This is an optimization exercise on Yosys and OpenROAD, whose aim is a short achievable clock period and few clock cycles, not a production implementation.
At most, simulation tests tie the RTL to the original design; equivalence was not proved.
For run 6, only the layout was checked, not whether the RTL still works.
Power and IR drop assume default switching activity.

## flow/design.v (module list and top-level ports; edited modules follow where they fit)
// module processor: 232 lines
// module lmux: 8 lines
// module pp_inc: 15 lines
// module br_op: 11 lines
// module br_dec: 45 lines
// module opnd: 374 lines
// module opnd_i: 395 lines
// module br_sel: 147 lines
// module pc_ao: 60 lines
// module add18: 244 lines
// module add11: 132 lines
// module g_inv: 3 lines
// module g_nand2: 3 lines
// module g_nor2: 3 lines
// module g_nor2b: 3 lines
// module g_xor2: 3 lines
// module g_xnor2: 3 lines
// module g_a21oi: 3 lines
// module g_o21ai: 3 lines
// module g_a22oi: 3 lines
// module g_nand3: 3 lines
// module g_nand3b: 3 lines
// module g_and4: 3 lines
// module g_and2: 3 lines
// module g_and3: 3 lines
// module g_a222oi: 3 lines
// module g_nand4: 3 lines
// module g_nor3: 3 lines
// module g_o222ai: 3 lines
module processor (
  input  wire        clk,
  input  wire        reset,
  output wire [10:0] imem_addr,
  input  wire [17:0] imem_data,
  output wire [9:0]  dmem_addr,
  output wire        dmem_we,
  output wire [17:0] dmem_wdata,
  input  wire [17:0] dmem_rdata,
  output wire        halted
);
  // ...
==> flow/flow/run.sh <==
#!/bin/bash
set -euo pipefail
export BUFFER_PORTS_ARGS="-buffer_cell sky130_fd_sc_hd__buf_4"
bash standard.sh > standard.log 2>&1
==> flow/standard.sh <==
#!/bin/bash
# synth_recipe.tcl (not shown) runs the flow's synth.tcl, then flattens the netlist and writes it again
# the make line also repeats each setting of config.mk as NAME=value (left out here)
make -C /OpenROAD-flow-scripts/flow DESIGN_CONFIG=/design/flow/config.mk WORK_HOME=/design/flow/orfs CLKGATE_MAP_FILE= SYNTH_SCRIPT=/design/flow/synth_recipe.tcl "${@:-finish}"
==> flow/config.mk <==
export PLATFORM = sky130hd
export DESIGN_NAME = processor
export DESIGN_NICKNAME = processor
export VERILOG_FILES = /design/flow/design.v
export SDC_FILE = /design/flow/constraint.sdc
export NUM_CORES = 4
export LEC_CHECK = 0
export CAP_MARGIN = 20
export CORE_MARGIN = 2
export CORE_UTILIZATION = 40
export PLACE_DENSITY = 0.6
export SETUP_SLACK_MARGIN = 3.0
export SLEW_MARGIN = 20
export SYNTH_HIERARCHICAL = 1
==> flow/constraint.sdc <==
create_clock -name core_clock -period 5.0 [get_ports {clk}]
set_input_delay 1.0000 -clock core_clock [delete_from_list [all_inputs] [get_ports {clk}]]
set_output_delay 1.0000 -clock core_clock [all_outputs]
set_load 0.01 [all_outputs]
==> qor.csv, run 1 <==
stage,metric,value,unit
yosys,synthMuxAreaShare,1.912,%
routing,top_layer,met4,
global_routing,grtUsageMet2,43.49,%
yosys,yosysTopAreaCell,edfxtp_1,
finish,instances_no_fill,3791,
yosys,synth_top_family_by_area,compound AO/OA/AOI/OAI gates,
finish,clk_share,5.028,%
yosys,ys_seq_area_share,48.88,%
run,cap_violations,0,
clocking,hold_buffers,0,
routing,wl_met2,51.15,mm
routing,ant_nets,0,
global_routing,antenna_found_initial,1,
pwr,clock_power,4.38,mW
sta,rsz0062_at_grt,true,
routing,met1_length,41.52,mm
pwr,switchingPower,4.450,mW
die,tap_cells,950,
global_routing,grt_pass1_wl,147.9,mm
die,coreArea,71490,µm²
worst_setup_path,critPathMaxFanout,8,
yosys,postSynthAreaPerCell,11.63,µm²
global_routing,grt_max_degree,24,
yosys,synth_edf_count,332,
finish,nClkBuffers,78,
finish,nNonClkInverters,80,
sta,finalSetupTns,0,ps
finish,multi_input_area_share,40.65,%
clocking,cts_tree,yes,
pwr,p_comb_share,25.9,%
status,status,"complete, no violations",
pwr,p_leak,12.77,nW
worst_setup_path,cpPeakStageDelay,400,ps
finish,final_cell_area,37670,µm²
pwr,clockPowerShare,31.8,%
placed_design,dpl-instance-area,30470,µm²
pwr,p_int,9.307,mW
worst_setup_path,cp.depth,11,
Testbench counts, summed over its fixed seeds: cycles 28,464.
==> run 2, diff against run 1 <==
--- a/flow/config.mk
+++ b/flow/config.mk
@@ -9,5 +9,5 @@
 export CORE_MARGIN = 2
 export CORE_UTILIZATION = 40
-export PLACE_DENSITY = 0.6
+export PLACE_DENSITY = 0.7
 export SETUP_SLACK_MARGIN = 3.0
 export SLEW_MARGIN = 20
==> qor.csv, run 2 <==
stage,metric,value,unit,change
die,coreArea,71490,µm²,unchanged
yosys,synth_ff_type,edfxtp_1,,
clocking,root_buffer,clkbuf_16,,
sta,finalSetupViolCount,0,,
sta,finalMaxSlewViolations,0,,
die,ios,79,,
placed_design,place_ws,1659,ps,
yosys,synth.cell_area,28930,µm²,
sta,slew_headroom,42.65,%,
yosys,ys_top_cells_by_area,"edfxtp_1, a22oi_2, dfxtp_1",,
placed_design,dpl-instance-area,30480,µm²,about the same
placed_design,gp_congestion,0.9683,,
finish,layout_commonest_cell,a22oi_2,,
yosys,syn-num-nets,2534,,
routing,ant_nets,0,,unchanged
status,status,"complete, no violations",,
global_routing,antenna_found_initial,4,,+3
sta,tightest_slew,859.1,ps,
yosys,yosysUniqueCellTypes,58,,
routing,viasPerCell,6.494,,
sta,timing.hold.ws,376.1,ps,
yosys,ys_seq_area_share,48.88,%,unchanged
yosys,synth_edf_count,332,,unchanged
worst_setup_path,crit_required,5490,ps,
global_routing,grt_pass1_wl,152.4,mm,+3.0%
worst_setup_path,worstPathArrival,2900,ps,
yosys,synthArstFlopShare,4.682,%,
finish,top_register,rf,,
finish,reg_top3,"rf: 288 flops, bt_pc: 22 flops, bt_tg: 22 flops",,
finish,largest_register_ffs,288,,
global_routing,grt_max_degree,25,,+4.2%
sta,rsz0062_at_grt,true,,
routing,route.met3.wl,12.38,mm,
placed_design,io_buffers,78,,
die,initial_core_util,40.46,%,
sta,timing.fmax,0.4149,GHz,
yosys,synth_cells,2488,,
clocking,clockBufferDepth,3,,
finish,diodes,0,,
finish,area_delta_synth_final,28.30,%,
die,fp.dieW,272.9,µm,
worst_setup_path,critPathMaxFanout,18,,+10
worst_setup_path,start_kind,input pin,,
worst_setup_path,crit_type,in -> reg,,
yosys,yosysTopAreaCell,edfxtp_1,,
worst_setup_path,startpoint,imem_data[4],,
worst_setup_path,cp-end-kind,flip-flop,,
yosys,synth_top_area_share,34.47,%,
finish,final_cell_area,37110,µm²,-1.5%
finish,layout-drive-gt1-share,52.14,%,
worst_setup_path,critical-path-top-delay-family,simple AND/OR/NAND/NOR gates,,
clocking,clk_latency,620,ps,
pwr,powerDensity,366.0,nW/µm²,
finish,register_area,14350,µm²,
worst_setup_path,crit_buf_inv,3,,
sta,fin_ws,2590,ps,
pwr,peakVddDrop,0.0002887,V,
yosys,synth_most_common_cell,a22oi_2,,
die,die_y,272.9,µm,
worst_setup_path,cpPeakStageDelay,380,ps,-20 ps
clocking,clk_pin_slew_worst_paths,70,ps,
finish,fillers,5749,,
routing,drc,0,,
worst_setup_path,r2r_start,x2[9],,
die,dieArea,74480,µm²,
die,rows,98,,
finish,multiInputGateArea,15600,µm²,
pwr,p_leak,12.73,nW,-0.32%
yosys,ys_ff_latch,534,,
routing,met1_length,39.79,mm,-4.2%
min_path,worstHoldPathType,in -> async,,
routing,wl_met2,47.95,mm,-6.3%
clocking,cts-buffers-inserted,54,,
global_routing,groute.usage.overall,27.22,%,
run,cap_violations,0,,unchanged
worst_setup_path,cp_cell_sequence,"buf_6, inv_1, nand2_2, nor2_2, buf_4, a22oi_2, nand4_1, o21ai_2, nand3_1",,
clocking,cts_tree,yes,,
routing,top_layer,met5,,
clocking,hold_buffers,0,,unchanged
sta,clock_skew,17.22,ps,
sta,hold_viol,0,,
worst_setup_path,slowest_stage,nand4_1,,
sta,timing.final.crit_share,48.20,%,
routing,wl_per_cell,28.82,µm,
global_routing,grt_overflow,0,,
global_routing,first_global_vias,23600,,
finish,final_cell_mix,"a22oi_2, edfxtp_1, nand2_1, buf_4, nand4_1",,
finish,final_nets,2780,,
routing,finalWirelength,107.4,mm,
yosys,ys_warn_count,9,,
yosys,synth_commonest_cells,"a22oi_2, edfxtp_1, nand2_1",,
sta,finalSetupTns,0,ps,unchanged
clocking,h-tree-depth,2,,
clocking,cts_sinks,534,,
yosys,postSynthAreaPerCell,11.63,µm²,unchanged
routing,vias,24200,,
placed_design,hpwl,62.33,mm,
routing,firstDrtPassIters,9,,
routing,drt_iter0_drc,3836,,
sta,fin_crit,2410,ps,
-- run 2: changes by cell type in the layout (fill, tap and decap cells not counted), sizes merged, moves of 3 or more --
cell / change
inv: +5
clkinv: -3
buf: -49
bufinv: -3
clkbuf: -13
and2: +3
clkinvlp: -4
-- run 2: stage by stage --
| stage | utilization (%) | cells | power [mW] |
|---|---|---|---|
| 6_report | 51.91 | 3727 | 13.58 |
| 5_1_grt | 51.91 | 3727 | 13.98 |
| 4_1_cts | 49.81 | 3679 | 13.18 |
| 3_5_place_dp | 42.64 | 3416 | 8.565 |
| 3_3_place_gp | 42.64 | 3416 | 8.492 |
| 2_1_floorplan | - | 2488 | 7.904 |
-- run 2: area by class of cell --
cell class | count | area share [%]
multi-input cells | 1753 | 42.03
flip-flops and latches | 534 | 38.66
repair buffers | 311 | 10.45
clock buffers | 76 | 4.285
well taps | 950 | 3.203
inverters | 80 | 0.8193
clock inverters | 23 | 0.5462
-- run 2: final timing paths --
kind                            endpoint  slack [ps]  cells after the start
max in group asynchronous           gt_q        4030                      3
worst min register to register   w_wr[6]         410                      1
worst max register to register   pc_f[9]        2650                     11
worst max-delay path               x3[4]        2590                      9
min in group core_clock          w_wr[6]         410                      1
worst min-delay path                w_ld         380                      2
-- run 2: report_power, final --
part	internal [mW]	leakage, nW	switching (mW)
Sequential	5.35	4.83	0.471
Combinational	1.42	7.01	2.18
Clock	2.37	0.883	1.79
-- run 2: metal layers --
layer / global-route usage (%) / vias to the layer above
li1: - / 9852
met5: 0 / -
met3: 6.388 / 511
met2: 42.41 / 1893
met1: 34.80 / 11940
met4: 15.36 / 4
-- run 2: logic make-up after synthesis --
| logic type | synth area share [%] |
|---|---|
| and+or+nand+nor | 15.60 |
| AOI/OAI and AO/OA | 24.92 |
| DFF | 48.88 |
| buffers and inverters | 4.274 |
| xor gates and xnor gates | 4.057 |
| muxes | 1.912 |
| adders and majority gates | 0.3461 |
-- run 2: repair_timing --
item,4_1_cts,5_1_grt
resized for setup,333,249
buffers inserted,152,37
gates cloned,12,11
pin swaps,108,93
setup endpoints to repair,246,149
-- run 2: modules after synthesis, one instance, submodules excluded, a selection --
module | cells | flops+latches | area (µm²) | times used
processor | 890 | 534 | 16390 | 1
add18 | 18 | 0 | 135.1 | 1
opnd | 18 | 0 | 135.1 | 2
opnd_i | 18 | 0 | 135.1 | 1
pc_ao | 11 | 0 | 82.58 | 1
br_dec | 9 | 0 | 67.56 | 1
br_op | 7 | 0 | 46.29 | 1
g_o222ai | 2 | 0 | 17.52 | 3
g_a22oi | 1 | 0 | 12.51 | 454
g_nor3 | 1 | 0 | 10.01 | 3
g_a21oi | 1 | 0 | 8.758 | 69
g_xor2 | 1 | 0 | 8.758 | 46
g_nand2 | 1 | 0 | 3.754 | 263
g_inv | 1 | 0 | 3.754 | 71
==> run 3, diff against run 2 <==
--- a/flow/config.mk
+++ b/flow/config.mk
@@ -8,6 +8,6 @@
 export CAP_MARGIN = 20
 export CORE_MARGIN = 2
-export CORE_UTILIZATION = 40
-export PLACE_DENSITY = 0.7
+export CORE_UTILIZATION = 50
+export PLACE_DENSITY = 0.65
 export SETUP_SLACK_MARGIN = 3.0
 export SLEW_MARGIN = 20
==> qor.csv, run 3 <==
stage,metric,value,unit,change
status,status,"complete, no violations",,
global_routing,groute.usage.overall,33.26,%,+6.0 points
placed_design,hpwl,61.43,mm,-1.4%
worst_setup_path,r2r_start,gt_q,,
pwr,p_int,9.361,mW,+2.4%
routing,drc,0,,unchanged
yosys,synth.cell_area,28930,µm²,unchanged
clocking,cts_sinks,534,,unchanged
placed_design,dp.cells,3232,,-5.4%
finish,reg_top3,"rf: 288 flops, bt_pc: 22 flops, bt_tg: 22 flops",,
sta,rsz0062_at_grt,true,,
finish,multiInputGateArea,15770,µm²,+1.1%
worst_setup_path,cp.depth,10,,+1
die,die_y,244.5,µm,-10%
routing,finalWirelength,111.5,mm,+3.8%
yosys,ys_ff_latch,534,,unchanged
finish,layout-drive-gt1-share,53.70,%,+1.6 points
worst_setup_path,crit_type,in -> reg,,
run,cap_violations,0,,unchanged
routing,firstDrtPassIters,5,,-4
pwr,powerDensity,367.0,nW/µm²,+0.28%
yosys,syn-num-nets,2534,,unchanged
routing,wl_per_cell,30.93,µm,+7.3%
finish,largest_register_ffs,288,,unchanged
die,fp.dieW,244.5,µm,-10%
yosys,synth-simple-area-share,15.60,%,unchanged
worst_setup_path,r2r-end,pc_f[10],,
yosys,ys_top_cells_by_area,"edfxtp_1, a22oi_2, dfxtp_1",,
yosys,synth_ff_type,edfxtp_1,,
finish,instances_no_fill,3605,,-3.3%
sta,tightest_slew,1152,ps,+292.7 ps
placed_design,gp_congestion,0.9180,,-5.2%
worst_setup_path,crit_buf_inv,2,,-1
yosys,synth_compound_area_share,24.92,%,unchanged
routing,drt_iter0_drc,3345,,-13%
finish,fillers,4105,,-29%
pwr,clockPowerShare,31.1,%,+0.4 points
finish,area_delta_synth_final,30.88,%,
min_path,worstHoldPathType,in -> async,,
yosys,synth_cells,2488,,unchanged
pwr,p_leak,13.00,nW,+2.2%
finish,layout_commonest_cell,a22oi_2,,
global_routing,first_global_vias,22890,,-3.0%
placed_design,io_buffers,78,,unchanged
clocking,h-tree-depth,2,,unchanged
die,dieArea,59790,µm²,-20%
yosys,yosysUniqueCellTypes,58,,unchanged
sta,finalMaxSlewViolations,0,,unchanged
yosys,synth_commonest_cells,"a22oi_2, edfxtp_1, nand2_1",,
clocking,clockBufferDepth,3,,unchanged
yosys,synthAdderAreaFrac,0.3461,%,unchanged
pwr,peakVddDrop,0.0003059,V,+6.0%
yosys,postSynthAreaPerCell,11.63,µm²,unchanged
worst_setup_path,cp-end-kind,flip-flop,,
yosys,synthMuxAreaShare,1.912,%,unchanged
worst_setup_path,start_kind,input pin,,
yosys,synthArstFlopShare,4.682,%,unchanged
sta,finalSetupViolCount,0,,unchanged
finish,register_area,14350,µm²,about the same
pwr,power_frac_seq,41.9,%,-1.0 points
worst_setup_path,critPathMaxFanout,7,,-11
yosys,synth_top_family_by_area,compound AO/OA/AOI/OAI gates,,
global_routing,grt_overflow,0,,unchanged
yosys,yosysTopAreaCell,edfxtp_1,,
sta,finalSetupTns,0,ps,unchanged
worst_setup_path,slowest_stage,a222oi_1,,
pwr,p_comb_share,27.0,%,+0.5 points
yosys,synth_xor_area_share,4.057,%,unchanged
clocking,root_buffer,clkbuf_16,,
pwr,switching_share,32.63,%,-0.072 points
die,ios,79,,unchanged
sta,timing.final.crit_share,49.95,%,+1.7 points
worst_setup_path,crit_required,5550,ps,+60 ps
clocking,clk_latency,640,ps,+20 ps
finish,top_register,rf,,
sta,timing.fmax,0.4004,GHz,-3.5%
sta,fin_crit,2497,ps,+87.11 ps
worst_setup_path,cp_cell_sequence,"buf_12, o211a_1, a222oi_1, nand3b_1, nand3_2, o22a_1, o21ai_4, buf_12, a22oi_2, a21oi_2",,
worst_setup_path,cpMostUsedCell,buf_12,,
clocking,clk_pin_slew_worst_paths,70,ps,about the same
yosys,synth_edf_count,332,,unchanged
die,initial_core_util,50.33,%,+9.9 points
die,coreArea,57480,µm²,-20%
clocking,cts-buffers-inserted,56,,+3.7%
routing,ant_nets,0,,unchanged
worst_setup_path,cpPeakStageDelay,500,ps,+120 ps
routing,viasPerCell,6.792,,+4.6%
yosys,ys_warn_count,9,,unchanged
sta,hold_viol,0,,unchanged
global_routing,antenna_found_initial,2,,-2
worst_setup_path,worstPathArrival,3050,ps,+150 ps
yosys,synth_most_common_cell,a22oi_2,,
yosys,ys_seq_area_share,48.88,%,unchanged
finish,final_nets,2837,,+2.1%
worst_setup_path,rrSetupSlack,2550,ps,-100 ps
sta,slew_headroom,23.11,%,-20 points
pwr,switchingPower,4.534,mW,+2.1%
worst_setup_path,critical-path-top-delay-family,compound AO/OA/AOI/OAI gates,,
global_routing,grt_max_degree,24,,-4.0%
worst_setup_path,r2r_cells,10,,-1
clocking,cts_tree,yes,,
finish,final_cell_mix,"a22oi_2, edfxtp_1, nand2_1, buf_4, nand4_1",,
clocking,hold_buffers,0,,unchanged
global_routing,grt_pass1_wl,147.8,mm,-3.0%
routing,vias,24480,,+1.2%
yosys,synth_top_area_share,34.47,%,unchanged
sta,clock_skew,30.26,ps,+13.04 ps
die,rows,88,,-10%
## run 3: cell types whose count changed in the layout (fill, tap and decap cells not counted), sizes merged
cell	delta
and3b	+1
buf	+44
bufinv	+1
clkbuf	+18
clkinvlp	+3
diode	+2
inv	-4
o211ai	-2
## run 3: how the worst max path moves through the flow
| stage | start | to | slack [ps] |
|---|---|---|---|
| final | imem_data[15] | pc_f[10] | 2500 |
| after global routing | imem_data[14] | pc_f[9] | 2510 |
| after CTS | x2[9] | pc_f[5] | 2700 |
| after detailed placement | imem_data[5] | x3[2] | 1660 |
| after global placement | imem_data[5] | x3[15] | 1680 |
| after floorplan | imem_data[15] | pc_f[0] | 2270 |
## run 3: per-layer routing
layer	wire length (µm)	track usage (%)	vias to the layer above
met5	0	0	-
met4	8222	18.67	0
met3	12370	5.246	510
met2	50080	52.96	1944
met1	40840	43.34	12050
li1	-	-	9979
## run 3: cell type report
cell class / count / area share (%)
multi-input cells: 1752 / 41.66
well taps: 765 / 2.528
flip-flops and latches: 534 / 37.90
repair buffers: 367 / 12.01
diodes: 2 / 0.01322
inverters: 80 / 0.8593
clock inverters: 23 / 0.6412
clock buffers: 82 / 4.386
## run 3: kinds of logic after synthesis
logic type | after synthesis
compound gates | 686
xor+xnor | 134
fa+ha+maj | 8
buf+inv | 209
flops | 534
mux | 47
simple gates | 870
## run 3: timing repair
action / CTS / global route
gates resized for setup: 284 / 356
buffers inserted: 165 / 73
setup endpoints to repair: 440 / 147
pin swaps: 88 / 141
cloned: 6 / 22
## run 3: Yosys stat by module (local to each module, per instance), excerpt
module / cells / copies in the design / flops+latches
add11: 11 / 1 / 0
add18: 18 / 1 / 0
br_dec: 9 / 1 / 0
br_op: 7 / 1 / 0
g_a22oi: 1 / 454 / 0
g_and3: 1 / 18 / 0
g_and4: 1 / 1 / 0
g_inv: 1 / 71 / 0
g_nand3: 1 / 57 / 0
g_nand4: 1 / 109 / 0
g_nor2: 1 / 113 / 0
g_o21ai: 1 / 112 / 0
opnd_i: 18 / 1 / 0
pc_ao: 11 / 1 / 0
## run 3: worst reg2reg max path: stages (launching register included)
cell	delay [ps]
dfstp_2	530
nor2b_4	160
nor2_1	50
a222oi_1	430
nand3b_1	260
nand3_2	110
o22a_1	230
o21ai_4	140
buf_12	200
a22oi_2	110
a21oi_2	140
## run 3: power groups by stage
stage	Combinational, mW	Clock [mW]	Sequential (mW)
after global placement	2.68	0	5.83
after detailed placement	2.72	0	5.85
after floorplan	2.16	0	5.75
after CTS	3.17	4.34	5.79
after global routing	3.89	4.50	5.86
final	3.75	4.32	5.82
## run 3: metrics by stage
step	total power, mW	cell area, µm²	hold slack [ps]	setup WS [ps]	util, %
after floorplan	7.904	29400	389.5	2275	-
after detailed placement	8.570	30250	396.9	1659	52.63
after CTS	13.30	35230	364.1	2701	61.30
after global routing	14.26	37850	405.4	2513	65.86
after global placement	8.509	30250	394.0	1679	52.63
final	13.90	37860	378.1	2503	65.87
==> run 4, diff against run 3 <==
--- a/flow/config.mk
+++ b/flow/config.mk
@@ -8,7 +8,7 @@
 export CAP_MARGIN = 20
 export CORE_MARGIN = 2
-export CORE_UTILIZATION = 50
-export PLACE_DENSITY = 0.65
-export SETUP_SLACK_MARGIN = 3.0
+export CORE_UTILIZATION = 40
+export PLACE_DENSITY = 0.6
+export SETUP_SLACK_MARGIN = 2.8
 export SLEW_MARGIN = 20
 export SYNTH_HIERARCHICAL = 1
==> qor.csv, run 4 <==
stage,metric,value,unit,change
global_routing,grt_overflow,0,,unchanged
die,initial_core_util,40.46,%,-9.9 points
finish,final_util,48.73,%,-17 points
global_routing,grt_max_degree,24,,unchanged
worst_setup_path,critical-path-top-delay-family,simple AND/OR/NAND/NOR gates,,
worst_setup_path,cpMostUsedCell,buf_4,,
routing,vias,22470,,-8.2%
worst_setup_path,crit_type,in -> reg,,
run,cap_violations,0,,unchanged
sta,slew_headroom,36.15,%,+13 points
clocking,cts_sinks,534,,unchanged
finish,largest_register_ffs,288,,unchanged
finish,final_cell_mix,"a22oi_2, edfxtp_1, nand2_1, buf_4, dfxtp_1",,
die,rows,98,,+11%
worst_setup_path,crit_required,5490,ps,-60 ps
min_path,hold_path_depth,1,,
finish,instances_no_fill,3656,,+1.4%
placed_design,dp.cells,3418,,+5.8%
clocking,h-tree-depth,2,,unchanged
yosys,ys_seq_area_share,48.88,%,unchanged
placed_design,hpwl,62.90,mm,+2.4%
worst_setup_path,cp_cell_sequence,"buf_4, inv_1, nand2_2, nor2_2, buf_4, a22oi_2, nand4_1, o21ai_2, nand3_1",,
finish,fillers,6229,,+52%
clocking,cts_tree,yes,,
clocking,clk_latency,650,ps,about the same
status,status,"complete, no violations",,
placed_design,place_ws,1554,ps,-105.3 ps
placed_design,gp_congestion,0.8953,,-2.5%
die,dieArea,74480,µm²,+25%
sta,timing.final.crit_share,47.01,%,-2.9 points
yosys,synth.cell_area,28930,µm²,unchanged
finish,diodes,0,,-2
worst_setup_path,r2r_cells,9,,-1
yosys,synth_edf_count,332,,unchanged
yosys,synth_most_common_cell,a22oi_2,,
finish,register_area,14280,µm²,-0.48%
finish,reg_top3,"rf: 288 flops, bt_pc: 22 flops, bt_tg: 22 flops",,
worst_setup_path,worstPathArrival,2840,ps,-210 ps
global_routing,grt_pass1_wl,148.7,mm,+0.58%
die,fp.dieW,272.9,µm,+12%
yosys,synth_top_area_share,34.47,%,unchanged
finish,area_delta_synth_final,20.44,%,
global_routing,antenna_found_initial,0,,-2
yosys,yosysTopAreaCell,edfxtp_1,,
die,coreArea,71490,µm²,+24%
placed_design,io_buffers,78,,unchanged
global_routing,first_global_vias,22670,,-0.98%
finish,multiInputGateArea,14580,µm²,-7.6%
worst_setup_path,start_kind,input pin,,
finish,final_nets,2706,,-4.6%
clocking,cts-buffers-inserted,57,,+1.8%
finish,layout_commonest_cell,a22oi_2,,
worst_setup_path,slowest_stage,o21ai_2,,
die,die_y,272.9,µm,+12%
yosys,yosysUniqueCellTypes,58,,unchanged
worst_setup_path,cpPeakStageDelay,340,ps,-160 ps
sta,finalSetupViolCount,0,,unchanged
worst_setup_path,critPathMaxFanout,18,,+11
routing,finalWirelength,102.4,mm,-8.2%
sta,fin_ws,2649,ps,+146.7 ps
routing,wl_per_cell,28.01,µm,-9.5%
worst_setup_path,cp-end-kind,flip-flop,,
worst_setup_path,cp.depth,9,,-1
sta,finalSetupTns,0,ps,unchanged
yosys,synthArstFlopShare,4.682,%,unchanged
clocking,clk_pin_slew_worst_paths,70,ps,about the same
clocking,root_buffer,clkbuf_16,,
yosys,ys_top_cells_by_area,"edfxtp_1, a22oi_2, dfxtp_1",,
finish,top_register,rf,,
yosys,ys_ff_latch,534,,unchanged
die,ios,79,,unchanged
min_path,worstHoldPathType,reg -> reg,,
yosys,synth_ff_type,edfxtp_1,,
yosys,synth_cells,2488,,unchanged
sta,tightest_slew,956.4,ps,-195.3 ps
pwr,power,13.23,mW,-4.8%
yosys,postSynthAreaPerCell,11.63,µm²,unchanged
routing,drt_iter0_drc,2450,,-27%
pwr,p_leak,11.51,nW,-11%
yosys,ys_warn_count,9,,unchanged
sta,finalMaxSlewViolations,0,,unchanged
sta,hold_viol,0,,unchanged
sta,timing.fmax,0.4254,GHz,+6.2%
routing,firstDrtPassIters,5,,unchanged
yosys,syn-num-nets,2534,,unchanged
pwr,peakVddDrop,0.0003131,V,+2.4%
sta,rsz0062_at_grt,true,,
routing,ant_nets,0,,unchanged
routing,viasPerCell,6.145,,-9.5%
sta,fin_crit,2351,ps,-146.7 ps
global_routing,groute.usage.overall,26.90,%,-6.4 points
yosys,synth_commonest_cells,"a22oi_2, edfxtp_1, nand2_1",,
sta,clock_skew,38.42,ps,+8.157 ps
worst_setup_path,crit_buf_inv,3,,+1
finish,layout-drive-gt1-share,43.53,%,-10 points
clocking,clockBufferDepth,3,,unchanged
pwr,powerDensity,379.7,nW/µm²,+3.4%
routing,drc,0,,unchanged
==> run 4: cell counts after synthesis <==
Identical to the previous run, type by type.
==> run 4: area by class of cell <==
type / count / area share [%]
Tap cell: 950 / 3.412
Inverter: 80 / 0.8835
Clock buffer: 77 / 4.554
Sequential cell: 534 / 40.99
Multi-Input combinational cell: 1746 / 41.85
Timing Repair Buffer: 241 / 7.585
Clock inverter: 28 / 0.7255
==> run 4: timing repair <==
| item | 4_1_cts | 5_1_grt |
|---|---|---|
| pin swaps | 69 | 42 |
| hold endpoints to repair | 0 | 0 |
| resized for setup | 147 | 73 |
| buffers inserted | 110 | 21 |
| hold buffers | 0 | 0 |
| gates cloned | 2 | 0 |
| setup endpoints to repair | 140 | 84 |
==> run 4: kinds of logic (layout without fill, tap and decap cells) <==
family                   Yosys count  in the layout  share of synthesized area [%]
AND/OR/NAND/NOR                  870            870                          15.60
AO/OA/AOI/OAI                    686            687                          24.92
flip-flops                       534            534                          48.88
buffers and inverters            209            426                          4.274
XOR/XNOR                         134            134                          4.057
multiplexers                      47             47                          1.912
adder cells (fa/ha/maj)            8              8                         0.3461
==> run 4: final timing paths <==
path                                end         start  slack (ps)
min in group asynchronous          lt_q         reset         540
worst max register to register  pc_f[1]         e_cmp        2680
worst min-delay path            w_wr[9]       e_wr[9]         400
worst max-delay path             x3[10]  imem_data[4]        2650
worst min register to register  w_wr[9]       e_wr[9]         400
max in group asynchronous         e_rep         reset        3790
==> run 4: metrics by stage <==
stage	hold slack [ps]	area, µm²
2_1_floorplan	389.5	29370
3_3_place_gp	395.4	30470
3_5_place_dp	392.3	30470
4_1_cts	401.8	34340
5_1_grt	416.0	34840
6_report	398.0	34840
==> run 4: per-module statistics from Yosys, one instance, submodules excluded, excerpt <==
module | cell area [µm²] | flops+latches | times used
g_and3 | 6.256 | 0 | 18
g_o222ai | 17.52 | 0 | 3
g_a222oi | 10.01 | 0 | 3
g_xnor2 | 8.758 | 0 | 28
br_dec | 67.56 | 0 | 1
g_nand3 | 5.005 | 0 | 57
g_nor2b | 13.76 | 0 | 36
g_and4 | 8.758 | 0 | 1
g_xor2 | 8.758 | 0 | 46
g_a22oi | 12.51 | 0 | 454
g_a21oi | 8.758 | 0 | 69
opnd_i | 135.1 | 0 | 1
g_nor2 | 3.754 | 0 | 113
g_nor3 | 10.01 | 0 | 3
g_nand4 | 6.256 | 0 | 109
==> run 4: metal layers <==
layer,up-vias,track usage [%],wire length [µm]
met4,0,16.76,7057
met2,1295,43.59,47580
met3,363,4.297,8373
met5,-,0,0
met1,11120,33.63,39380
li1,9691,-,-
==> run 4: report_power, final <==
group / internal [mW] / switching, mW / leakage [nW] / total (mW)
registers: 5.34 / 0.447 / 4.82 / 5.79
clock network: 2.39 / 1.83 / 0.913 / 4.22
logic: 1.22 / 1.99 / 5.78 / 3.22
==> run 5, diff against run 4 <==
--- a/flow/config.mk
+++ b/flow/config.mk
@@ -10,5 +10,5 @@
 export CORE_UTILIZATION = 40
 export PLACE_DENSITY = 0.6
-export SETUP_SLACK_MARGIN = 2.8
+export SETUP_SLACK_MARGIN = 3.3
 export SLEW_MARGIN = 20
 export SYNTH_HIERARCHICAL = 1
==> qor.csv, run 5 <==
stage,metric,value,unit,change
sta,timing.fmax,0.4265,GHz,+0.24%
worst_setup_path,cp-end-kind,flip-flop,,
die,initial_core_util,40.46,%,unchanged
pwr,powerDensity,357.8,nW/µm²,-5.8%
routing,vias,24380,,+8.5%
routing,ant_nets,0,,unchanged
yosys,yosysUniqueCellTypes,58,,unchanged
pwr,switchingPower,4.707,mW,+10%
finish,reg_top3,"rf: 288 flops, bt_pc: 22 flops, bt_tg: 22 flops",,
finish,final_cell_mix,"a22oi_2, edfxtp_1, nand2_1, buf_4, nand4_1",,
pwr,p_leak,13.23,nW,+15%
placed_design,io_buffers,78,,unchanged
die,rows,98,,unchanged
yosys,synthArstFlopShare,4.682,%,unchanged
yosys,syn-num-nets,2534,,unchanged
yosys,synth_edf_count,332,,unchanged
routing,firstDrtPassIters,6,,+1
global_routing,grt_pass1_wl,160.4,mm,+7.9%
yosys,synth_ff_type,edfxtp_1,,
sta,finalSetupTns,0,ps,unchanged
clocking,clockBufferDepth,3,,unchanged
routing,finalWirelength,115.6,mm,+13%
finish,layout-drive-gt1-share,55.62,%,+12 points
worst_setup_path,worstPathArrival,2920,ps,+80 ps
yosys,ys_seq_area_share,48.88,%,unchanged
pwr,p_int,9.345,mW,+4.4%
sta,slew_headroom,34.46,%,-1.7 points
yosys,synth_commonest_cells,"a22oi_2, edfxtp_1, nand2_1",,
sta,fin_crit,2345,ps,-5.720 ps
worst_setup_path,crit_type,reg -> reg,,
global_routing,groute.usage.overall,29.24,%,+2.3 points
yosys,synth.cell_area,28930,µm²,unchanged
pwr,power,14.05,mW,+6.2%
global_routing,grt_max_degree,24,,unchanged
worst_setup_path,crit_required,5570,ps,+80 ps
routing,viasPerCell,6.348,,+3.3%
worst_setup_path,start_kind,flip-flop,,
sta,clock_skew,32.35,ps,-6.069 ps
sta,timing.final.crit_share,46.90,%,-0.11 points
sta,finalSetupViolCount,0,,unchanged
placed_design,gp_congestion,0.8788,,-1.8%
clocking,clk_latency,660,ps,about the same
clocking,root_buffer,clkbuf_16,,
clocking,h-tree-depth,2,,unchanged
global_routing,grt_overflow,0,,unchanged
yosys,postSynthAreaPerCell,11.63,µm²,unchanged
yosys,synth_most_common_cell,a22oi_2,,
die,coreArea,71490,µm²,unchanged
finish,final_nets,2889,,+6.8%
yosys,ys_top_cells_by_area,"edfxtp_1, a22oi_2, dfxtp_1",,
global_routing,antenna_found_initial,3,,+3
sta,tightest_slew,981.8,ps,+25.39 ps
finish,top_register,rf,,
die,ios,79,,unchanged
pwr,switching_share,33.50,%,+1.2 points
clocking,hold_buffers,0,,unchanged
clocking,clk_pin_slew_worst_paths,60,ps,about the same
routing,drc,0,,unchanged
yosys,yosysTopAreaCell,edfxtp_1,,
pwr,p_comb_share,27.9,%,+3.6 points
finish,layout_commonest_cell,a22oi_2,,
clocking,cts-buffers-inserted,57,,unchanged
placed_design,hpwl,62.56,mm,-0.55%
routing,drt_iter0_drc,3116,,+27%
routing,wl_per_cell,30.09,µm,+7.4%
sta,finalMaxSlewViolations,0,,unchanged
min_path,worstHoldPathType,in -> async,,
yosys,synth_cells,2488,,unchanged
pwr,peakVddDrop,0.0002934,V,-6.3%
global_routing,first_global_vias,23690,,+4.5%
yosys,ys_ff_latch,534,,unchanged
die,dieArea,74480,µm²,unchanged
pwr,power_frac_seq,41.4,%,-2.4 points
yosys,ys_warn_count,9,,unchanged
pwr,clockPowerShare,30.7,%,-1.2 points
worst_setup_path,critPathMaxFanout,7,,-11
status,status,"complete, no violations",,
sta,rsz0062_at_grt,true,,
sta,hold_viol,0,,unchanged
die,fp.dieW,272.9,µm,unchanged
finish,largest_register_ffs,288,,unchanged
finish,final_util,54.94,%,+6.2 points
clocking,cts_tree,yes,,
clocking,cts_sinks,534,,unchanged
finish,area_delta_synth_final,35.77,%,
run,cap_violations,0,,unchanged
yosys,synth_top_area_share,34.47,%,unchanged
die,die_y,272.9,µm,unchanged
-- run 5: cell counts after synthesis --
Identical to the previous run, type by type.
-- run 5: worst paths after layout --
kind | from | to | slack [ps] | cells past startpoint
max | e_cmp | pc_f[3] | 2660 | 11
min | reset | pc_d[8] | 400 | 2
max reg2reg | e_cmp | pc_f[3] | 2660 | 11
min reg2reg | pc_f[5] | pc_d[5] | 400 | 0
max in group asynchronous | reset | e_rep | 3960 | 3
min in group core_clock | pc_f[5] | pc_d[5] | 400 | 0
-- run 5: power groups by stage --
stage	registers, mW	clock network (mW)	logic [mW]
floorplan	5.76	0	2.19
global placement	5.86	0	2.72
detailed placement	5.88	0	2.76
CTS	5.80	4.33	3.54
global route	5.86	4.52	4.10
finish	5.82	4.32	3.92
-- run 5: cell type report --
class | count | area (µm²)
diodes | 2 | 5.005
clock buffers | 75 | 1588
well taps | 950 | 1189
inverters | 80 | 326.6
flip-flops and latches | 534 | 14360
fillers | 5714 | 32210
repair buffers | 416 | 5426
clock inverters | 30 | 297.8
multi-input cells | 1754 | 16080
-- run 5: per-module statistics from Yosys (local to each module, per instance), excerpt --
module / cells / flip-flops and latches
g_a22oi: 1 / 0
g_o21ai: 1 / 0
g_nor2: 1 / 0
g_nor2b: 1 / 0
g_nand2: 1 / 0
pc_ao: 11 / 0
opnd: 18 / 0
g_nand3b: 1 / 0
-- run 5: logic make-up (layout without fill, tap and decap cells) --
group,after synthesis,after routing,share of synthesized area (%)
and+or+nand+nor,870,877,15.60
xor gates and xnor gates,134,134,4.057
AOI/OAI and AO/OA,686,688,24.92
buffers and inverters,209,601,4.274
muxes,47,47,1.912
DFF,534,534,48.88
adders and majority gates,8,8,0.3461
other,0,2,0
-- run 5: through the flow --
stage	cells	cell area [µm²]	hold WS (ps)	worst slack (ps)
floorplan	2488	29590	389.5	2275
global placement	3418	30670	393.2	1671
detailed placement	3418	30670	392.3	1679
CTS	3761	37710	371.0	2737
global route	3840	39270	407.0	2576
finish	3841	39270	403.1	2655
-- run 5: timing repair --
item / CTS / global route
gates cloned: 32 / 10
endpoints found under the hold margin: 0 / 0
setup endpoints to repair: 455 / 158
resized for setup: 539 / 170
pin swaps: 237 / 173
setup buffers: 206 / 68
-- run 5: worst max-delay path, stage by stage (launching register included) --
cell      delay, ps
dfrtp_2         450
nor2b_1         290
nor2_1          110
a222oi_1        250
buf_4           180
nand3b_1        130
nand3_1          80
o22a_1          220
o21ai_4         110
buf_12          180
a22oi_2          90
a21oi_2         150
-- run 5: per-layer routing --
layer / global-route usage, % / up-vias / part of all wire (%)
met3: 5.975 / 448 / 10
met5: 0 / - / 0.010
met4: 17.39 / 2 / 6.8
met1: 37.27 / 12200 / 38
met2: 45.91 / 1639 / 45
li1: - / 10090 / -
==> module br_dec, before the edit <==
module br_dec (
  input  wire [3:0]  op,
  input  wire [10:0] off,
  input  wire [8:0]  w,
  input  wire        a,
  input  wire        b,
  input  wire        e_rep,
  output wire [2:0]  tn,
  output wire [2:0]  rn,
  output wire [2:0]  sn
);
  wire m_lt, m_eq, m_gt;
  br_op u_op (.op(op), .m_lt(m_lt), .m_eq(m_eq), .m_gt(m_gt));
  wire n1, n2, n3, n4, n5, n6, n7, n8, n9, n10, n11, n12;
  wire n13, n14, n15, n16, n17, n18, n19, n20;
  g_inv u1 (.a(off[0]), .y(n1));
  g_nor3 u2 (.a(off[10]), .b(off[9]), .c(off[8]), .y(n2));
  g_nor3 u3 (.a(off[7]), .b(off[6]), .c(off[5]), .y(n3));
  g_nor3 u4 (.a(off[4]), .b(off[3]), .c(off[2]), .y(n4));
  g_nor2 u5 (.a(off[1]), .b(n1), .y(n5));
  g_nand4 u6 (.a(n2), .b(n3), .c(n4), .d(n5), .y(n6));
  g_and4 u7 (.a(n2), .b(n3), .c(n4), .d(n5), .y(n7));
  g_inv u8 (.a(e_rep), .y(n8));
  g_a222oi u9 (.a1(w[2]), .a2(m_lt), .b1(w[1]), .b2(m_eq), .c1(w[0]), .c2(m_gt), .y(n9));
  g_nand3b u10 (.an(n9), .b(a), .c(n6), .y(n10));
  g_o21ai u11 (.a1(n7), .a2(n9), .b1(b), .y(n11));
  g_nand3 u12 (.a(n8), .b(n10), .c(n11), .y(n12));
  g_a222oi u13 (.a1(w[5]), .a2(m_lt), .b1(w[4]), .b2(m_eq), .c1(w[3]), .c2(m_gt), .y(n13));
  g_nand3b u14 (.an(n13), .b(a), .c(n6), .y(n14));
  g_o21ai u15 (.a1(n7), .a2(n13), .b1(b), .y(n15));
  g_nand3 u16 (.a(n8), .b(n14), .c(n15), .y(n16));
  g_a222oi u17 (.a1(w[8]), .a2(m_lt), .b1(w[7]), .b2(m_eq), .c1(w[6]), .c2(m_gt), .y(n17));
  g_nand3b u18 (.an(n17), .b(a), .c(n6), .y(n18));
  g_o21ai u19 (.a1(n7), .a2(n17), .b1(b), .y(n19));
  g_nand3 u20 (.a(n8), .b(n18), .c(n19), .y(n20));
  assign tn[0] = n10;
  assign rn[0] = n11;
  assign sn[0] = n12;
  assign tn[1] = n14;
  assign rn[1] = n15;
  assign sn[1] = n16;
  assign tn[2] = n18;
  assign rn[2] = n19;
  assign sn[2] = n20;
endmodule
==> run 6, diff against run 5 <==
--- a/flow/design.v
+++ b/flow/design.v
@@ -254,14 +254,14 @@
   endgenerate
 endmodule
-module br_op (
+module br_mx (
   input  wire [3:0] op,
-  output wire       m_lt,
-  output wire       m_eq,
-  output wire       m_gt
+  input  wire [2:0] w,
+  output wire       mxn
 );
-  wire jmp = (op == 4'b0111);
-  assign m_lt = jmp | (op == 4'b1101) | (op == 4'b1111);
-  assign m_eq = jmp | (op == 4'b1011) | (op == 4'b1110) | (op == 4'b1111);
-  assign m_gt = jmp | (op == 4'b1100) | (op == 4'b1110);
+  wire jmp  = (op == 4'b0111);
+  wire m_lt = jmp | (op == 4'b1101) | (op == 4'b1111);
+  wire m_eq = jmp | (op == 4'b1011) | (op == 4'b1110) | (op == 4'b1111);
+  wire m_gt = jmp | (op == 4'b1100) | (op == 4'b1110);
+  assign mxn = ~((w[2] & m_lt) | (w[1] & m_eq) | (w[0] & m_gt));
 endmodule
 module br_dec (
@@ -276,8 +276,10 @@
   output wire [2:0]  sn
 );
-  wire m_lt, m_eq, m_gt;
-  br_op u_op (.op(op), .m_lt(m_lt), .m_eq(m_eq), .m_gt(m_gt));
+  wire [2:0] mxn;
+  br_mx u_m0 (.op(op), .w(w[2:0]), .mxn(mxn[0]));
+  br_mx u_m1 (.op(op), .w(w[5:3]), .mxn(mxn[1]));
+  br_mx u_m2 (.op(op), .w(w[8:6]), .mxn(mxn[2]));
   wire n1, n2, n3, n4, n5, n6, n7, n8, n9, n10, n11, n12;
-  wire n13, n14, n15, n16, n17, n18, n19, n20;
+  wire n13, n14, n15, n16, n17;
   g_inv u1 (.a(off[0]), .y(n1));
   g_nor3 u2 (.a(off[10]), .b(off[9]), .c(off[8]), .y(n2));
@@ -288,25 +290,22 @@
   g_and4 u7 (.a(n2), .b(n3), .c(n4), .d(n5), .y(n7));
   g_inv u8 (.a(e_rep), .y(n8));
-  g_a222oi u9 (.a1(w[2]), .a2(m_lt), .b1(w[1]), .b2(m_eq), .c1(w[0]), .c2(m_gt), .y(n9));
-  g_nand3b u10 (.an(n9), .b(a), .c(n6), .y(n10));
-  g_o21ai u11 (.a1(n7), .a2(n9), .b1(b), .y(n11));
-  g_nand3 u12 (.a(n8), .b(n10), .c(n11), .y(n12));
-  g_a222oi u13 (.a1(w[5]), .a2(m_lt), .b1(w[4]), .b2(m_eq), .c1(w[3]), .c2(m_gt), .y(n13));
-  g_nand3b u14 (.an(n13), .b(a), .c(n6), .y(n14));
-  g_o21ai u15 (.a1(n7), .a2(n13), .b1(b), .y(n15));
-  g_nand3 u16 (.a(n8), .b(n14), .c(n15), .y(n16));
-  g_a222oi u17 (.a1(w[8]), .a2(m_lt), .b1(w[7]), .b2(m_eq), .c1(w[6]), .c2(m_gt), .y(n17));
-  g_nand3b u18 (.an(n17), .b(a), .c(n6), .y(n18));
-  g_o21ai u19 (.a1(n7), .a2(n17), .b1(b), .y(n19));
-  g_nand3 u20 (.a(n8), .b(n18), .c(n19), .y(n20));
-  assign tn[0] = n10;
-  assign rn[0] = n11;
-  assign sn[0] = n12;
-  assign tn[1] = n14;
-  assign rn[1] = n15;
-  assign sn[1] = n16;
-  assign tn[2] = n18;
-  assign rn[2] = n19;
-  assign sn[2] = n20;
+  g_nand3b u9 (.an(mxn[0]), .b(a), .c(n6), .y(n9));
+  g_o21ai u10 (.a1(n7), .a2(mxn[0]), .b1(b), .y(n10));
+  g_nand3 u11 (.a(n8), .b(n9), .c(n10), .y(n11));
+  g_nand3b u12 (.an(mxn[1]), .b(a), .c(n6), .y(n12));
+  g_o21ai u13 (.a1(n7), .a2(mxn[1]), .b1(b), .y(n13));
+  g_nand3 u14 (.a(n8), .b(n12), .c(n13), .y(n14));
+  g_nand3b u15 (.an(mxn[2]), .b(a), .c(n6), .y(n15));
+  g_o21ai u16 (.a1(n7), .a2(mxn[2]), .b1(b), .y(n16));
+  g_nand3 u17 (.a(n8), .b(n15), .c(n16), .y(n17));
+  assign tn[0] = n9;
+  assign rn[0] = n10;
+  assign sn[0] = n11;
+  assign tn[1] = n12;
+  assign rn[1] = n13;
+  assign sn[1] = n14;
+  assign tn[2] = n15;
+  assign rn[2] = n16;
+  assign sn[2] = n17;
 endmodule
 module opnd (
--- a/flow/config.mk
+++ b/flow/config.mk
@@ -10,5 +10,5 @@
 export CORE_UTILIZATION = 40
 export PLACE_DENSITY = 0.6
-export SETUP_SLACK_MARGIN = 3.3
+export SETUP_SLACK_MARGIN = 3.0
 export SLEW_MARGIN = 20
 export SYNTH_HIERARCHICAL = 1
==> qor.csv, run 6 <==
stage,metric,value,unit,change
status,status,"complete, no violations",,
worst_setup_path,critPathMaxFanout,12,,+5
finish,layout_commonest_cell,a22oi_2,,
worst_setup_path,r2r_start,e_cmp,,
clocking,cts-buffers-inserted,57,,unchanged
clocking,clockBufferDepth,3,,unchanged
die,dieArea,74730,µm²,+0.33%
sta,timing.hold.ws,401.8,ps,-1.354 ps
yosys,synth_most_common_cell,a22oi_2,,
global_routing,grt_max_degree,26,,+8.3%
yosys,postSynthAreaPerCell,11.60,µm²,-0.23%
pwr,clockPowerShare,30.9,%,+0.2 points
die,ios,79,,unchanged
global_routing,antenna_found_initial,1,,-2
sta,timing.final.crit_share,49.45,%,+2.6 points
die,fp.dieW,273.4,µm,+0.16%
placed_design,hpwl,64.88,mm,+3.7%
finish,fillers,5995,,+4.9%
pwr,peakVddDrop,0.0003192,V,+8.8%
finish,final_nets,2818,,-2.5%
die,initial_core_util,40.53,%,+0.065 points
placed_design,place_ws,1579,ps,-99.90 ps
clocking,clk_latency,640,ps,-20 ps
finish,layout-drive-gt1-share,52.20,%,-3.4 points
finish,final_util,52.27,%,-2.7 points
global_routing,groute.usage.overall,27.10,%,-2.1 points
routing,wl_per_cell,28.92,µm,-3.9%
routing,finalWirelength,109.1,mm,-5.6%
pwr,switching_share,33.04,%,-0.45 points
sta,slew_headroom,38.29,%,+3.8 points
placed_design,gp_congestion,0.9286,,+5.7%
clocking,cts_tree,yes,,
die,rows,98,,unchanged
sta,fin_crit,2473,ps,+127.6 ps
routing,vias,23650,,-3.0%
routing,drc,0,,unchanged
sta,fin_ws,2527,ps,-127.6 ps
yosys,synth_cells,2502,,+0.56%
worst_setup_path,crit_type,reg -> reg,,
yosys,synth_ff_type,edfxtp_1,,
finish,final_cell_mix,"a22oi_2, edfxtp_1, nand2_1, buf_4, nand4_1",,
global_routing,grt_overflow,0,,unchanged
finish,area_delta_synth_final,28.96,%,
worst_setup_path,worstPathArrival,3030,ps,+110 ps
run,cap_violations,0,,unchanged
worst_setup_path,rrSetupSlack,2530,ps,-130 ps
die,coreArea,71610,µm²,+0.17%
yosys,synth.cell_area,29020,µm²,+0.33%
yosys,syn-num-nets,2548,,+0.55%
pwr,power_frac_seq,42.6,%,+1.2 points
pwr,switchingPower,4.496,mW,-4.5%
yosys,yosysUniqueCellTypes,59,,+1.7%
yosys,synthArstFlopShare,4.682,%,unchanged
yosys,synth_edf_count,332,,unchanged
pwr,powerDensity,363.6,nW/µm²,+1.6%
min_path,worstHoldPathType,reg -> reg,,
clocking,cts_sinks,534,,unchanged
sta,hold_viol,0,,unchanged
placed_design,io_buffers,78,,unchanged
clocking,root_buffer,clkbuf_16,,
min_path,hp-start,pc_f[9],,
routing,viasPerCell,6.273,,-1.2%
pwr,p_int,9.111,mW,-2.5%
clocking,clk_pin_slew_worst_paths,60,ps,about the same
sta,rsz0062_at_grt,true,,
yosys,ys_warn_count,9,,unchanged
yosys,yosysTopAreaCell,edfxtp_1,,
worst_setup_path,crit_required,5560,ps,about the same
yosys,ys_ff_latch,534,,unchanged
global_routing,grt_busiest_layer,met2,,
yosys,synth_top_area_share,34.35,%,-0.11 points
worst_setup_path,startpoint,e_cmp,,
sta,clock_skew,20.06,ps,-12.29 ps
yosys,synth_top_family_by_area,compound AO/OA/AOI/OAI gates,,
finish,reg_top3,"rf: 288 flops, bt_pc: 22 flops, bt_tg: 22 flops",,
finish,final_cell_area,37430,µm²,-4.7%
yosys,synthAdderAreaFrac,0.3449,%,-0.0011 points
routing,ant_nets,0,,unchanged
worst_setup_path,cp-end-kind,flip-flop,,
placed_design,dpl-instance-area,30580,µm²,-0.30%
worst_setup_path,start_kind,flip-flop,,
routing,drt_iter0_drc,3257,,+4.5%
sta,tightest_slew,924.4,ps,-57.42 ps
yosys,synth-simple-area-share,15.65,%,+0.047 points
clocking,h-tree-depth,2,,unchanged
sta,finalSetupViolCount,0,,unchanged
routing,firstDrtPassIters,6,,unchanged
yosys,synth_xor_area_share,4.044,%,-0.013 points
yosys,synth_commonest_cells,"a22oi_2, edfxtp_1, nand2_1",,
pwr,p_comb_share,26.5,%,-1.4 points
sta,finalSetupTns,0,ps,unchanged
sta,finalMaxSlewViolations,0,,unchanged
finish,largest_register_ffs,288,,unchanged
global_routing,grt_pass1_wl,150.9,mm,-5.9%
yosys,synthMuxAreaShare,1.906,%,-0.0063 points
yosys,synth_compound_area_share,25.04,%,+0.11 points
global_routing,first_global_vias,23210,,-2.0%
global_routing,grtUsageMet2,43.08,%,-2.8 points
pwr,p_leak,12.70,nW,-4.0%
finish,top_register,rf,,
yosys,ys_top_cells_by_area,"edfxtp_1, a22oi_2, dfxtp_1",,
global_routing,grt_util_met1,35.00,%,-2.3 points
global_routing,met3_usage,4.772,%,-1.2 points
sta,timing.fmax,0.4044,GHz,-5.2%
die,die_y,273.4,µm,+0.16%
yosys,ys_seq_area_share,48.72,%,-0.16 points
## run 6: changes by cell type after synthesis, sizes merged, moves of 2 or more
cell / previous run / this run
nand2: 312 / 310
o2111ai: 0 / 3
a222oi: 3 / 0
o211ai: 1 / 4
nand3: 83 / 89
inv: 80 / 83
o21ai: 116 / 118
nand3b: 4 / 6
o221a: 0 / 3
## run 6: layout make-up
| type | count | area (µm²) | area share, % |
|---|---|---|---|
| inverters | 83 | 329.1 | 0.8792 |
| repair buffers | 332 | 4013 | 10.72 |
| diodes | 1 | 2.502 | 0.006686 |
| clock buffers | 76 | 1580 | 4.222 |
| flip-flops and latches | 534 | 14370 | 38.39 |
| well taps | 950 | 1189 | 3.176 |
| clock inverters | 31 | 250.2 | 0.6686 |
| multi-input cells | 1764 | 15700 | 41.94 |
## run 6: final timing paths
kind / end / cells after the start
min in group asynchronous: w_we / 2
max in group asynchronous: pc_d[3] / 3
worst max-delay path: pc_f[5] / 12
worst min-delay path: pc_d[9] / 0
worst min register to register: pc_d[9] / 0
worst max register to register: pc_f[5] / 12
## run 6: repair_timing
action	in CTS	in global routing
hold buffers	0	0
buffers inserted	145	64
pin swaps	87	94
endpoints found under the setup margin	160	152
gates cloned	6	19
gates resized for setup	300	297
## run 6: worst max-delay path: stages (launching register included)
cell,delay (ps)
dfrtp_2,430
or2_4,250
nor2_4,150
nand3b_1,130
o221a_1,190
o21ai_2,80
nand3b_1,220
buf_4,170
o22a_1,230
o21ai_4,90
buf_12,180
a22oi_2,110
a21oi_2,160
## run 6: per-stage QoR
stage	power (mW)	cells
2_1_floorplan	7.920	2502
3_3_place_gp	8.546	3429
3_5_place_dp	8.613	3429
4_1_cts	13.27	3687
5_1_grt	14.05	3770
6_report	13.61	3771
## run 6: metal layers
layer,vias to the layer above,routed length (µm),part of all wire (%)
li1,9952,-,-
met2,1515,49420,45
met3,350,10280,9.4
met1,11840,42940,39
met4,2,6401,5.9
met5,-,10,0.0092
## run 6: logic make-up (layout without fill, tap and decap cells)
| kind of cell | Yosys count | after routing |
|---|---|---|
| mux | 47 | 47 |
| other cells | 0 | 1 |
| xor+xnor | 134 | 134 |
| buf+inv | 212 | 522 |
| fa+ha+maj | 8 | 8 |
| flops | 534 | 534 |
| compound gates | 692 | 693 |
| simple gates | 875 | 882 |
## run 6: modules after synthesis (local to each module, per instance), excerpt
module / cells inside / copies in the design / cell area, µm²
add11: 11 / 1 / 82.58
g_and4: 1 / 1 / 8.758
br_mx: 8 / 3 / 57.56
opnd: 18 / 2 / 135.1
g_nand3b: 1 / 3 / 7.507
g_nor3: 1 / 3 / 10.01
g_inv: 1 / 71 / 3.754
g_nor2: 1 / 113 / 3.754
## run 6: power groups by stage
| stage | registers (mW) | clock network (mW) | logic (mW) |
|---|---|---|---|
| after floorplan | 5.74 | 0 | 2.18 |
| after global placement | 5.82 | 0 | 2.72 |
| after detailed placement | 5.85 | 0 | 2.77 |
| after CTS | 5.77 | 4.25 | 3.25 |
| after global routing | 5.84 | 4.43 | 3.78 |
| final | 5.79 | 4.21 | 3.60 |

## what the ideal ports hide
The results above use ideal ports. As a check the final layouts listed here were re-extracted and re-timed, cells and wires unchanged. Step 1 sets driving cells, clkbuf_16 on the clock port and buf_2 on the other inputs (assumed; they add their load-dependent delay and slew). Step 2 times the ports against the registers' clock, not the clock port: input delays grow and output delays shrink by t, the midpoint of the rising clock arrivals with the driver on. Slacks: ideal / step 1 / step 2; pairs: ideal / step 1.
| run | t, ns | slack for setup (ns) | pins driven straight from the clock port |
|---|---|---|---|
| run 1 | 0.697 | 2.678 / 2.537 / 1.840 | 1 |
| run 2 | 0.676 | 2.590 / 2.601 / 1.925 | 1 |
| run 3 | 0.694 | 2.503 / 2.519 / 1.826 | 1 |
| run 4 | 0.692 | 2.649 / 2.681 / 1.998 | 1 |
| run 5 | 0.706 | 2.655 / 2.590 / 1.884 | 1 |
| run 6 | 0.692 | 2.527 / 2.527 / 1.955 | 1 |
After both steps every run listed still meets setup and hold. The setup slack of run 1, which loses most, moves by -0.141 ns with the drivers and by -0.838 ns with both steps.
